Source: an optimization exercise on an open RTL-to-GDS flow (aim: small area and few clock cycles per item). Production flows keep margins and buffers that such runs may drop.
The RTL was checked by simulation tests, not by an equivalence proof against the original design.

Setup of build 44:
## sorting_network
module sorting_network #(
  parameter int NUMBER_WIDTH   = 16,
  parameter int NUMBERS_AMOUNT = 16
)(
  input                                                 clk_i,
  input                                                 rst_i,
  input  [NUMBERS_AMOUNT * NUMBER_WIDTH - 1 : 0]       data_i,
  input                                                 data_valid_i,
  output                                                ready_o,
  output [NUMBERS_AMOUNT * NUMBER_WIDTH - 1 : 0]       data_o,
  output                                                data_valid_o,
  input                                                 ready_i
);
==> flow/config.mk <==
export PLATFORM = sky130hd
export DESIGN_NAME = sorting_network
export DESIGN_NICKNAME = sorting_network
export VERILOG_FILES = /design/flow/design.v
export SDC_FILE = /design/flow/constraint.sdc
export NUM_CORES = 4
export LEC_CHECK = 0
export CAP_MARGIN = 20
export CORE_MARGIN = 2
export CORE_UTILIZATION = 44
export CTS_BUF_LIST = sky130_fd_sc_hd__clkbuf_4 sky130_fd_sc_hd__clkbuf_8
export PLACE_DENSITY = 0.58
export SETUP_SLACK_MARGIN = 0.05
export SLEW_MARGIN = 20
export SYNTH_HIERARCHICAL = 1
==> flow/constraint.sdc <==
create_clock -name core_clock -period 5.0 [get_ports {clk_i}]
set_input_delay 1.0000 -clock core_clock [delete_from_list [all_inputs] [get_ports {clk_i}]]
set_output_delay 1.0000 -clock core_clock [all_outputs]
set_load 0.01 [all_outputs]
standard.sh (not shown) runs the stock make flow with config.mk's settings and CLKGATE_MAP_FILE= SYNTH_SCRIPT=/design/flow/synth_recipe.tcl, a recipe that flattens the netlist after the stock synthesis.
==> flow/flow/run.sh <==
#!/bin/bash
set -euo pipefail
R=orfs/results/$FLOW_PLATFORM/sorting_network/base
bash standard.sh synth > flow_synth.log 2>&1
cp $R/1_2_yosys.v $R/1_2_yosys.orig.v
python3 flow/downsize.py $FLOW_HOME/platforms/$FLOW_PLATFORM/lib/sky130_fd_sc_hd__tt_025C_1v80.lib $R/1_2_yosys.v > flow_downsize.log 2>&1
bash standard.sh "BUFFER_PORTS_ARGS=-buffer_cell sky130_fd_sc_hd__buf_1" RECOVER_POWER=100 finish > flow_finish.log 2>&1
Other scripts of this flow, unchanged in this note and not shown: flow/flow/downsize.py
Build 44: complete, dirty (max-capacitance violations, max-slew violations)
Testbench counts of build 44, summed over its fixed seeds: cycles 4,016, items 4,000.
### build 44 -> build 5
- CORE_UTILIZATION changed from 44 to 48
- PLACE_DENSITY changed from 0.58 to 0.62
--- a/flow/flow/run.sh
+++ b/flow/flow/run.sh
@@ -7 +7 @@
-bash standard.sh "BUFFER_PORTS_ARGS=-buffer_cell sky130_fd_sc_hd__buf_1" RECOVER_POWER=100 finish > flow_finish.log 2>&1
+bash standard.sh "BUFFER_PORTS_ARGS=-buffer_cell sky130_fd_sc_hd__buf_1" finish > flow_finish.log 2>&1
Notes after the runs:
- Build 5 completed every stage of the flow, and the final layout passed the timing, design-rule and antenna checks.
- Delta (build 5 minus build 44): maximum number of pins on one net before global-route repair went up; number of max-cap violations dropped 4; wire length fell by about 1.6%.
Inputs modified between build 5 and build 98:
- swapping 48 for 40 in CORE_UTILIZATION
- swapping 0.62 for 0.55 in PLACE_DENSITY
## What came out
Build 98 — critical path data arrival time 0.05 ns higher, build 5 as reference
When build 98 is set beside build 5, its non-clock buffer instance count of the final layout turns out to be 8 larger.
Changes in build 23 relative to build 98:
- clearing CTS_BUF_LIST, which used to be sky130_fd_sc_hd__clkbuf_4 sky130_fd_sc_hd__clkbuf_8
- swapping 0.05 for 0.1 in SETUP_SLACK_MARGIN
Results
- On hold slack: between build 23 and build 98, it ends up higher for build 98.
- First-iteration DRC count sits higher in build 23 than in build 98.
- Build 23 and build 98 ended up with roughly the same wire length reported by the detailed router.
- Logic depth of the worst path, buffers included on build 23 is up relative to build 98.
- From build 98 to build 23 the numbers moved as follows: worst setup slack now larger; final standard cell count with taps included and fillers excluded has decreased.


Another version of the RTL of sorting_network (not shown whole).
Size in the first run: ~0.056 sq mm of cells after synthesis.
Settings: LEC_CHECK=0, CAP_MARGIN=20, CORE_MARGIN=2, CORE_UTILIZATION=45, PLACE_DENSITY=0.6, SLEW_MARGIN=20, SYNTH_HIERARCHICAL=1; clock period 5.0 ns.
==> flow/flow/run.sh <==
#!/bin/bash
set -euo pipefail
R=orfs/results/$FLOW_PLATFORM/sorting_network/base
bash standard.sh synth > flow_synth.log 2>&1
cp $R/1_2_yosys.v $R/1_2_yosys.orig.v
python3 flow/downsize.py $FLOW_HOME/platforms/$FLOW_PLATFORM/lib/sky130_fd_sc_hd__tt_025C_1v80.lib $R/1_2_yosys.v > flow_downsize.log 2>&1
bash standard.sh "BUFFER_PORTS_ARGS=-buffer_cell sky130_fd_sc_hd__buf_1" finish > flow_finish.log 2>&1
==> flow/flow/downsize.py <==
#!/usr/bin/env python3
# Rewrite a gate-level netlist so that every combinational sky130hd cell uses
# its _1 drive strength (when the library has one), except cells whose output
# net matches a rule in UP (those get the given drive strength).  Flip-flops
# keep their cell.
# usage: downsize.py LIB NETLIST
import re, sys
lib, net = sys.argv[1], sys.argv[2]
cells = set(re.findall(r'cell\s*\(\s*"?(sky130_fd_sc_hd__\w+?)"?\s*\)', open(lib).read()))
keep = re.compile(r'sky130_fd_sc_hd__(s?e?df|dl|conb|tap|fill|decap|clk|lpflow|probe|dly)')
# compare-and-swap select nets: s<layer>_<a>_<b> and s<layer>_<a>_<b>n
UP = [(re.compile(r'^s\d+_\d+_\d+n?$'), '4')]
txt = open(net).read()
count = {}
inst = re.compile(r'(sky130_fd_sc_hd__[a-z0-9]+(?:_[a-z0-9]+)*?)_(\d+)(\s+\S+\s*\()(.*?\)\s*;)', re.S)
def sub(m):
    base, drive, mid, body = m.group(1), m.group(2), m.group(3), m.group(4)
    name = base + '_' + drive
    if keep.match(name):
        return m.group(0)
    want = '1'
    out = re.search(r'\.(?:X|Y)\(\s*\\?([^\s)]+)\s*\)', body)
    if out:
        for rx, d in UP:
            if rx.match(out.group(1)):
                want = d
    new = base + '_' + want
    if new == name or new not in cells:
        return m.group(0)
    count[(name, new)] = count.get((name, new), 0) + 1
    return new + mid + body
txt = inst.sub(sub, txt)
open(net, 'w').write(txt)
for (a, b), v in sorted(count.items()):
    print('%5d %s -> %s' % (v, a, b))
The baseline ran to the end with violations: negative setup slack.
Edit:
CORE_UTILIZATION = 55   (was 45)
GPL_TIMING_DRIVEN = 0   (was unset)
PLACE_DENSITY = 0.65   (was 0.6)
Outcome: The changed run ran to the end with violations: negative setup slack. Core utilization rose by 13 points. Setup slack got worse by 160 ps. Wire length fell by 3.6%. Via count barely changes. Synthesized cell count stays the same. Global-route usage rose by 4.6 points.

-- port drivers added, routing unchanged --
The results above use ideal ports. As a check the final layouts listed here were re-extracted and re-timed, cells and wires unchanged. Step 1 sets driving cells, clkbuf_16 on the clock port and buf_2 on the other inputs (assumed; they add their load-dependent delay and slew). Step 2 times the ports against the registers' clock, not the clock port: input delays grow and output delays shrink by t, the midpoint of the rising clock arrivals with the driver on. Slacks: ideal ports / drivers / drivers and shift; pairs: ideal ports / drivers.
run | shift t [ns] | slack for setup (ns) | worst hold slack (ns) | pins driven straight from the clock port
build 44 | 1.004 | 0.270 / 0.270 / -0.667 | 0.309 / 0.246 / 0.403 | 1
build 5 | 0.982 | 0.230 / 0.230 / 0.230 | 0.335 / 0.276 / 0.413 | 1
build 98 | 0.994 | 0.236 / 0.236 / 0.098 | 0.311 / 0.250 / 0.391 | 1
build 23 | 0.819 | 0.263 / 0.263 / 0.216 | 0.095 / 0.038 / 0.403 | 1
the first run of note 2 | 0.765 | -0.096 / -0.176 / -0.102 | 0.161 / 0.104 / 0.416 | 1
the second run of note 2 | 0.748 | -0.257 / -0.257 / -0.257 | 0.158 / 0.097 / 0.403 | 1
The setup slack of build 44, which loses most, moves by 0.000 ns with the drivers and by -0.937 ns with both steps.
